Background: an optimization exercise with open tools, aiming at small area. Do not read the settings as production practice. Only simulation tests tie the RTL to the original design; equivalence was not proved.

== 07-10 ==
Design PFIFORM, start of the top module:
module PFIFORM
(
  input  wire          i_rx_rstn,
  input  wire          i_core_clk,
  input  wire          JoinEnable,
  output wire          JoinPermit,
  input  wire          PopPermit,
  input  wire  [4:0]   JoinAmount,
  input  wire  [4:0]   PopAmount,
  input  wire  [255:0] JoinData,
  output wire  [255:0] PopData,
  output wire          PopEnable
);
export LEC_CHECK = 0
export ABC_AREA = 1
export CAP_MARGIN = 20
export CORE_MARGIN = 2
export CORE_UTILIZATION = 55
export PLACE_DENSITY = 0.65
export SLEW_MARGIN = 20
create_clock -name core_clock -period 12.0 [get_ports {i_core_clk}]
standard.sh (not shown) runs the stock make flow with config.mk's settings and CLKGATE_MAP_FILE= SYNTH_SCRIPT=/design/flow/synth_recipe.tcl, a recipe that flattens the netlist after the stock synthesis.
==> flow/flow/run.sh <==
#!/bin/bash
# Own layout flow: the standard flow, with two changes:
#  - synthesis maps logic with ABC's area mapper (amap) and only inverting
#    AND-OR cells (flow/my_synth.tcl, flow/area.abc, flow/abc_dont_use.txt);
#    registers come out as in the standard synthesis;
#  - ports are buffered with buf_1 and CTS inserts no dummy loads.
set -euo pipefail
F=$PWD/flow
export MY_ABC_SCRIPT=$F/area.abc
export MY_ABC_EXTRA="$(cat $F/abc_dont_use.txt)"
export BUFFER_PORTS_ARGS="-buffer_cell sky130_fd_sc_hd__buf_1"
export CTS_ARGS="-sink_clustering_enable -repair_clock_nets -dont_use_dummy_load"
bash standard.sh SYNTH_SCRIPT=$F/my_synth.tcl finish > flow_make.log 2>&1
==> flow/flow/abc_dont_use.txt <==
 -dont_use sky130_fd_sc_hd__o22a_1 -dont_use sky130_fd_sc_hd__o22a_2 -dont_use sky130_fd_sc_hd__o22a_4 -dont_use sky130_fd_sc_hd__a22o_1 -dont_use sky130_fd_sc_hd__a22o_2 -dont_use sky130_fd_sc_hd__a22o_4 -dont_use sky130_fd_sc_hd__mux2_1 -dont_use sky130_fd_sc_hd__mux2_2 -dont_use sky130_fd_sc_hd__mux2_4 -dont_use sky130_fd_sc_hd__o221a_1 -dont_use sky130_fd_sc_hd__o221a_2 -dont_use sky130_fd_sc_hd__o221a_4 -dont_use sky130_fd_sc_hd__a221o_1 -dont_use sky130_fd_sc_hd__a221o_2 -dont_use sky130_fd_sc_hd__a221o_4 -dont_use sky130_fd_sc_hd__o2bb2a_1 -dont_use sky130_fd_sc_hd__o2bb2a_2 -dont_use sky130_fd_sc_hd__o2bb2a_4 -dont_use sky130_fd_sc_hd__a2bb2o_1 -dont_use sky130_fd_sc_hd__a2bb2o_2 -dont_use sky130_fd_sc_hd__a2bb2o_4 -dont_use sky130_fd_sc_hd__o21a_1 -dont_use sky130_fd_sc_hd__o21a_2 -dont_use sky130_fd_sc_hd__o21a_4 -dont_use sky130_fd_sc_hd__a21o_1 -dont_use sky130_fd_sc_hd__a21o_2 -dont_use sky130_fd_sc_hd__a21o_4
==> flow/flow/area.abc <==
strash
dch
amap
strash
dch
amap
topo
==> flow/flow/my_synth.tcl <==
# synth_recipe.tcl with the ABC mapping script replaced by $::env(MY_ABC_SCRIPT)
proc synth {args} { yosys synth -nofsm -noshare {*}$args }
set f [open $::env(SCRIPTS_DIR)/synth.tcl]
set txt [read $f]
close $f
set old {log_cmd abc {*}$abc_args}
if {[string first $old $txt] < 0} { error "abc call not found in synth.tcl" }
set txt [string map [list $old {log_cmd abc -script $::env(MY_ABC_SCRIPT) {*}[lrange $abc_args 2 end] {*}$::env(MY_ABC_EXTRA)}] $txt]
eval $txt
# left out here: clear keep_hierarchy, flatten, clean up, hide names made inside functions, write 1_2_yosys.v
Inputs modified between 07-10 and 12-19:
# 07-10
export LEC_CHECK = 0
export ABC_AREA = 1
export CAP_MARGIN = 20
export CORE_MARGIN = 2
export CORE_UTILIZATION = 55
export PLACE_DENSITY = 0.65
export SLEW_MARGIN = 20
create_clock -name core_clock -period 12.0 [get_ports {i_core_clk}]
# 12-19
export LEC_CHECK = 0
export ABC_AREA = 1
export CAP_MARGIN = 20
export CORE_MARGIN = 2
export CORE_UTILIZATION = 40
export PLACE_DENSITY = 0.5
export SLEW_MARGIN = 20
create_clock -name core_clock -period 12.0 [get_ports {i_core_clk}]
==> flow/run.sh (new file) <==
#!/bin/bash
# synth_recipe.tcl (not shown) runs the flow's synth.tcl, then flattens the netlist and writes it again
# the make line also repeats each setting of config.mk as NAME=value (left out here)
make -C /OpenROAD-flow-scripts/flow DESIGN_CONFIG=/design/flow/config.mk WORK_HOME=/design/flow/orfs CLKGATE_MAP_FILE= SYNTH_SCRIPT=/design/flow/synth_recipe.tcl finish
removed: flow/flow/run.sh
removed: flow/flow/abc_dont_use.txt
removed: flow/flow/area.abc
removed: flow/flow/my_synth.tcl
removed: flow/standard.sh
[summary]
The final report for 12-19 shows a completed flow and a layout that fails verification, specifically negative setup slack. Of 12-19 and 07-10, 12-19 shows the higher final routed wire length divided by cell count, with 07-10 below it. Changes observed in 12-19 relative to 07-10: summed area of non-filler cells in the final layout went up by about 30%; synthesized cell count now sits higher; utilization after layout down 18 points. Ratio of final minimum period to clock period: 12-19 higher than 07-10. Wire length: 12-19 > 07-10.


PFIFORM, a different RTL version from the one above (not shown whole).
Size: about 790 flip-flops, about 530 I/O pins.
==> flow/config.mk <==
export PLATFORM = sky130hd
export DESIGN_NAME = PFIFORM
export DESIGN_NICKNAME = PFIFORM
export VERILOG_FILES = /design/flow/design.v
export SDC_FILE = /design/flow/constraint.sdc
export NUM_CORES = 4
export LEC_CHECK = 0
export ABC_AREA = 1
export CAP_MARGIN = 40
export CORE_MARGIN = 2
export CORE_UTILIZATION = 50
export PLACE_DENSITY = 0.6
export SLEW_MARGIN = 40
export SYNTH_HIERARCHICAL = 1
==> flow/constraint.sdc <==
create_clock -name core_clock -period 12.0 [get_ports {i_core_clk}]
set_input_delay 2.4000 -clock core_clock [delete_from_list [all_inputs] [get_ports {i_core_clk}]]
set_output_delay 2.4000 -clock core_clock [all_outputs]
set_load 0.01 [all_outputs]
==> flow/flow/run.sh <==
#!/bin/bash
# Own layout flow: the standard flow, with two changes:
#  - synthesis maps logic with ABC's area mapper (amap), module by module
#    (flow/my_synth.tcl, flow/area.abc);
#    registers come out as in the standard synthesis;
#  - ports are buffered with buf_1 and CTS inserts no dummy loads.
set -euo pipefail
F=$PWD/flow
export MY_ABC_SCRIPT=$F/area.abc
export MY_ABC_EXTRA=""
export BUFFER_PORTS_ARGS="-buffer_cell sky130_fd_sc_hd__buf_1"
export CTS_ARGS="-sink_clustering_enable -repair_clock_nets -dont_use_dummy_load"
bash standard.sh SYNTH_SCRIPT=$F/my_synth.tcl finish > flow_make.log 2>&1
==> flow/flow/area.abc <==
strash
dch
amap
strash
dch
amap
topo
==> flow/flow/my_synth.tcl <==
# synth_recipe.tcl with the ABC mapping script replaced by $::env(MY_ABC_SCRIPT)
proc synth {args} { yosys synth -nofsm -noshare {*}$args }
set f [open $::env(SCRIPTS_DIR)/synth.tcl]
set txt [read $f]
close $f
set old {log_cmd abc {*}$abc_args}
if {[string first $old $txt] < 0} { error "abc call not found in synth.tcl" }
set txt [string map [list $old {log_cmd abc -script $::env(MY_ABC_SCRIPT) {*}[lrange $abc_args 2 end] {*}$::env(MY_ABC_EXTRA)}] $txt]
eval $txt
# left out here: clear keep_hierarchy, flatten, clean up, hide names made inside functions, write 1_2_yosys.v
The first run went through all stages and came out clean.
==> next run, changes <==
==> flow/flow/run.sh (replaced) <==
#!/bin/bash
# Own layout flow: the standard flow, with two changes:
#  - synthesis maps logic with ABC's area mapper (amap), module by module
#    (flow/my_synth.tcl, flow/area.abc);
#    registers come out as in the standard synthesis;
#  - ports are buffered with buf_1 and CTS builds the clock tree from clkbuf_8, clusters of up to 14 sinks, no dummy loads.
set -euo pipefail
F=$PWD/flow
export MY_ABC_SCRIPT=$F/area.abc
export MY_ABC_EXTRA=""
export BUFFER_PORTS_ARGS="-buffer_cell sky130_fd_sc_hd__buf_1"
export CTS_ARGS="-sink_clustering_enable -repair_clock_nets -dont_use_dummy_load -buf_list sky130_fd_sc_hd__clkbuf_8 -sink_clustering_size 14 -sink_clustering_max_diameter 50"
bash standard.sh SYNTH_SCRIPT=$F/my_synth.tcl finish > flow_make.log 2>&1
CAP_MARGIN = 35   (was 40)
CORE_UTILIZATION = 55   (was 50)
PLACE_DENSITY = 0.65   (was 0.6)
SLEW_MARGIN = 35   (was 40)
Effect: Die area falls by 9.0%; wire length falls by 4.5%; area after synthesis does not change; worst setup slack gains 1.0 ns; first-iteration DRC count falls by about 4.4%; flip-flop and latch count is unchanged; critical path depth falls by 3.

==> separate check: timing with driven ports <==
Ports are ideal in the flow. The routed layouts listed here were re-timed in OpenROAD. Step 1, drivers: a clkbuf_16 drives i_core_clk and a buf_2 each remaining input, both assumed. Step 2 also shifts input and output timing later by t, the mid clock arrival at the registers, as if the neighbouring blocks saw the same clock. Three values: no drivers, after step 1, after step 2; two values: the first two.
run | t (ns) | slack for setup (ns) | clock arrival spread, ns | cell pins on the clock port's net
07-10 | 0.695 | 1.267 / 1.247 / 1.247 | 0.085 / 0.086 | 1
12-19 | 0.784 | -0.008 / -0.030 / -0.030 | 0.053 / 0.053 | 1
the first run of note 2 | 0.720 | 2.033 / 1.946 / 2.665 | 0.112 / 0.113 | 1
the second run of note 2 | 0.817 | 3.045 / 2.966 / 3.783 | 0.135 / 0.135 | 1
For 12-19, which loses most, drivers alone change the setup slack by -0.022 ns; drivers and shift together by -0.022 ns.
